Background: an optimization exercise with open tools, aiming at small area, a short achievable clock period and few clock cycles. Do not read the settings as production practice. No activity file was given, so power comes from the tool's default toggle rates.

## rev 12
Design draw_lines, start of the top module:
module draw_lines(
      input          i_clk,
      input          i_reset,
      input   [10:0] i_x0,
      input   [10:0] i_x1,
      input   [10:0] i_y0,
      input   [10:0] i_y1,
      input          i_start,
      input          i_load_fifo,
      output         o_waiting,
      output         o_fifo_full,
      output         o_wr,
      output  [18:0] o_addr
    );
For scale: ~1900 cells after synthesis, about 660 flip-flops, roughly 70 I/O pins.
==> module draw_lines, before the edit <==
module draw_lines(
      input          i_clk,
      input          i_reset,
      input   [10:0] i_x0,
      input   [10:0] i_x1,
      input   [10:0] i_y0,
      input   [10:0] i_y1,
      input          i_start,
      input          i_load_fifo,
      output         o_waiting,
      output         o_fifo_full,
      output         o_wr,
      output  [18:0] o_addr
    );
   localparam NR = 12;           
   localparam RW = 38;           
   function [11:0] ks_add;
      input [11:0] a, b;
      input        ci;
      reg   [11:0] p, g, pp, gg;
      integer i, d;
      begin
         p = a ^ b;
         g = a & b;
         gg = {g[11:1], g[0] | (p[0] & ci)};
         pp = p;
         for (d = 1; d < 12; d = d * 2) begin
            for (i = 11; i >= d; i = i - 1) begin
               gg[i] = gg[i] | (pp[i] & gg[i-d]);
               pp[i] = pp[i] & pp[i-d];
            end
         end
         ks_add = p ^ {gg[10:0], ci};
      end
   endfunction
   reg        idle;              
   reg        wr;                
   reg  [3:0] count;             
   reg        full;              
   reg  [NR-1:0] r_v;            
   reg           x_v, y_v, e_v;
   reg        e_last;            
   wire emit   = e_v & (~idle | (i_start & ~e_last));
   wire finish = ~idle & e_v & e_last;    
   wire [NR+2:0] vall = {e_v, y_v, x_v, r_v};      
   wire [NR+2:0] take;
   genvar gi;
   generate
      for (gi = 1; gi <= NR+2; gi = gi + 1) begin : g_take
         assign take[gi] = vall[gi-1] & (~&vall[NR+2:gi] | finish);
      end
   endgenerate
   assign take[0] = i_load_fifo;
   wire [3:0] count_nx = count + {3'd0, i_load_fifo} - {3'd0, finish};
   always @(posedge i_clk) begin
      if (i_reset) begin
         idle    <= 1'b1;
         wr      <= 1'b0;
         count   <= 4'd0;
         full    <= 1'b0;
         r_v     <= {NR{1'b0}};
         x_v     <= 1'b0;
         y_v     <= 1'b0;
         e_v     <= 1'b0;
      end else begin
         idle  <= idle ? ~i_start : (count == 4'd0);
         wr    <= emit;
         count <= count_nx;
         full  <= count_nx == 4'd15;
         r_v   <= (r_v & ~take[NR:1]) | take[NR-1:0];
         x_v   <= (x_v & ~take[NR+1]) | take[NR];
         y_v   <= (y_v & ~take[NR+2]) | take[NR+1];
         e_v   <= (e_v & ~finish) | take[NR+2];
      end
   end
   assign o_waiting   = idle;
   assign o_fifo_full = full;
   assign o_wr        = wr;
   reg [RW-1:0] r_d [0:NR-1];
   always @(posedge i_clk) begin
      if (take[0])
         r_d[0] <= {i_x0[9:0], i_y0[8:0], i_x1[9:0], i_y1[8:0]};
   end
   generate
      for (gi = 1; gi < NR; gi = gi + 1) begin : g_raw
         always @(posedge i_clk) begin
            if (take[gi])
               r_d[gi] <= r_d[gi-1];
         end
      end
   endgenerate
   wire [9:0] h_x0 = r_d[NR-1][37:28];
   wire [8:0] h_y0 = r_d[NR-1][27:19];
   wire [9:0] h_x1 = r_d[NR-1][18:9];
   wire [8:0] h_y1 = r_d[NR-1][8:0];
   wire [10:0] dxp = {1'b0, h_x1} - {1'b0, h_x0};
   wire [10:0] dxn = {1'b0, h_x0} - {1'b0, h_x1};
   wire  [9:0] dyp = {1'b0, h_y1} - {1'b0, h_y0};
   wire  [9:0] dyn = {1'b0, h_y0} - {1'b0, h_y1};
   reg  [RW-1:0] x_pts;          
   reg     [9:0] x_adx;
   reg     [8:0] x_ady;
   reg           x_sx, x_sy;     
   always @(posedge i_clk) begin
      if (take[NR]) begin
         x_pts <= r_d[NR-1];
         x_sx  <= dxp[10];
         x_sy  <= dyp[9];
         x_adx <= dxp[10] ? dxn[9:0] : dxp[9:0];
         x_ady <= dyp[9]  ? dyn[8:0] : dyp[8:0];
      end
   end
   wire        steep = {1'b0, x_ady} > x_adx;
   wire        swap  = steep ? x_sy : x_sx;
   reg   [9:0] y_xs;
   reg   [8:0] y_ys;
   reg   [9:0] y_da, y_db;
   reg         y_steep, y_bpos;
   always @(posedge i_clk) begin
      if (take[NR+1]) begin
         y_xs    <= swap ? x_pts[18:9] : x_pts[37:28];
         y_ys    <= swap ? x_pts[8:0]  : x_pts[27:19];
         y_da    <= steep ? {1'b0, x_ady} : x_adx;
         y_db    <= steep ? x_adx : {1'b0, x_ady};
         y_steep <= steep;
         y_bpos  <= ~(x_sx ^ x_sy);
      end
   end
   wire [9:0]  d1 = y_da - y_db;                             
   wire [10:0] e0 = {2'b0, y_da[9:1]} - {1'b0, y_db};        
   reg  [9:0] e_x;
   reg  [8:0] e_y;
   reg [10:0] e_err;             
   reg  [9:0] e_d1;              
   reg  [9:0] e_db;
   reg  [9:0] e_cnt;             
   reg        e_steep, e_bpos;
   wire        e_step   = e_err[10];
   wire [11:0] e_err_s_w  = ks_add({e_err[10], e_err}, {2'b0, e_d1}, 1'b0);
   wire [11:0] e_err_ns_w = ks_add({e_err[10], e_err}, {2'b11, ~e_db}, 1'b1);
   wire [10:0] e_err_s  = e_err_s_w[10:0];
   wire [10:0] e_err_ns = e_err_ns_w[10:0];
   wire        x_mv = ~e_steep | e_step;
   wire        x_up = ~e_steep | e_bpos;
   wire        y_mv =  e_steep | e_step;
   wire        y_up =  e_steep | e_bpos;
   wire  [9:0] e_x_nx = x_mv ? (x_up ? e_x + 10'd1 : e_x - 10'd1) : e_x;
   wire  [8:0] e_y_nx = y_mv ? (y_up ? e_y + 9'd1 : e_y - 9'd1) : e_y;
   always @(posedge i_clk) begin
      if (take[NR+2]) begin
         e_x     <= y_xs;
         e_y     <= y_ys;
         e_err   <= e0;
         e_d1    <= d1;
         e_db    <= y_db;
         e_cnt   <= y_da;
         e_last  <= (y_da == 10'd0);
         e_steep <= y_steep;
         e_bpos  <= y_bpos;
      end else if (emit) begin
         e_x     <= e_x_nx;
         e_y     <= e_y_nx;
         e_err   <= e_step ? e_err_s : e_err_ns;
         e_cnt   <= e_cnt - 10'd1;
         e_last  <= (e_cnt == 10'd1);
      end
   end
   reg [18:0] addr;
   wire [11:0] s_a = {1'b0, e_y, 2'b0};
   wire [11:0] s_b = {3'b0, e_y};
   wire [11:0] s_c = {9'b0, e_x[9:7]};
   wire [11:0] s_sum = s_a ^ s_b ^ s_c;
   wire [11:0] s_cry = (s_a & s_b) | (s_a & s_c) | (s_b & s_c);
   always @(posedge i_clk) begin
      addr[6:0]  <= e_x[6:0];
      addr[18:7] <= ks_add(s_sum, {s_cry[10:0], 1'b0}, 1'b0);
   end
   assign o_addr = addr;
endmodule
make LEC_CHECK=0 ABC_AREA=1 CAP_MARGIN=20 CORE_MARGIN=2 CORE_UTILIZATION=40 CTS_CLUSTER_DIAMETER=100 CTS_CLUSTER_SIZE=20 SETUP_SLACK_MARGIN=3.0 SLEW_MARGIN=20 finish   # period 5.0 ns
run.sh (not shown) runs the stock make flow with config.mk's settings and CLKGATE_MAP_FILE= SYNTH_SCRIPT=/design/flow/synth_recipe.tcl, a recipe that flattens the netlist after the stock synthesis.
### rev 12 -> rev 13
--- a/flow/design.v
+++ b/flow/design.v
@@ -42,37 +42,47 @@
    reg        e_last;            
    wire emit   = e_v & (~idle | (i_start & ~e_last));
    wire finish = ~idle & e_v & e_last;    
    wire [NR+2:0] vall = {e_v, y_v, x_v, r_v};      
    wire [NR+2:0] take;
+   reg  [NR+2:1] sfull;
    genvar gi;
    generate
       for (gi = 1; gi <= NR+2; gi = gi + 1) begin : g_take
-         assign take[gi] = vall[gi-1] & (~&vall[NR+2:gi] | finish);
+         assign take[gi] = vall[gi-1] & (~sfull[gi] | finish);
       end
    endgenerate
    assign take[0] = i_load_fifo;
    wire [3:0] count_nx = count + {3'd0, i_load_fifo} - {3'd0, finish};
+   wire [NR+2:0] vall_nx = (vall & ~{finish, take[NR+2:1]}) | take;
+   wire [NR+2:1] sfull_nx;
+   generate
+      for (gi = 1; gi <= NR+2; gi = gi + 1) begin : g_sfull
+         assign sfull_nx[gi] = &vall_nx[NR+2:gi];
+      end
+   endgenerate
    always @(posedge i_clk) begin
       if (i_reset) begin
          idle    <= 1'b1;
          wr      <= 1'b0;
          count   <= 4'd0;
          full    <= 1'b0;
          r_v     <= {NR{1'b0}};
          x_v     <= 1'b0;
          y_v     <= 1'b0;
          e_v     <= 1'b0;
+         sfull   <= {(NR+2){1'b0}};
       end else begin
          idle  <= idle ? ~i_start : (count == 4'd0);
          wr    <= emit;
          count <= count_nx;
          full  <= count_nx == 4'd15;
-         r_v   <= (r_v & ~take[NR:1]) | take[NR-1:0];
-         x_v   <= (x_v & ~take[NR+1]) | take[NR];
-         y_v   <= (y_v & ~take[NR+2]) | take[NR+1];
-         e_v   <= (e_v & ~finish) | take[NR+2];
+         r_v   <= vall_nx[NR-1:0];
+         x_v   <= vall_nx[NR];
+         y_v   <= vall_nx[NR+1];
+         e_v   <= vall_nx[NR+2];
+         sfull <= sfull_nx;
       end
    end
    assign o_waiting   = idle;
    assign o_fifo_full = full;
    assign o_wr        = wr;
Notes after the runs:
In rev 13, the sequential group share of total power came out 0.4 points above the value in rev 12. Per the comparison of rev 13 with rev 12, post-placement cell area rose by 1.8%; power of the clock network rose by about 1%; final critical delay including setup and external delays fell by 0.055 ns; via count fell by 159. Between rev 13 and rev 12, the initial standard-cell utilization of the core does not differ in any meaningful way. On rev 13: non-clock buffer share of cell area is 2.2 points lower than what rev 12 gave.
No functional check of the RTL was part of any run of this note.

-- separate check: timing with driven ports --
The results above use ideal ports. As a check the final layouts listed here were re-extracted and re-timed, cells and wires unchanged. Step 1 assumes that a clkbuf_16 drives the clock port and a buf_2 every other input. Step 2 moves the port delays by t, midway between the first and last clock arrival at a register: inputs arrive t later, outputs are due t later. That takes back most of the time a late clock gives input paths. Slacks: ideal ports / drivers / drivers and shift; pairs: ideal ports / drivers.
run | t, ns | setup slack, ns | hold WS [ns] | slew at the worst register clock pin (ns)
rev 12 | 0.639 | 2.758 / 2.758 / 2.408 | 0.401 / 0.401 / 0.401 | 0.09 / 0.09
rev 13 | 0.635 | 2.813 / 2.813 / 2.482 | 0.409 / 0.409 / 0.409 | 0.09 / 0.09
After both steps every run listed still meets setup and hold. For rev 12, which loses most, drivers alone change the setup slack by 0.000 ns; drivers and shift together by -0.350 ns.
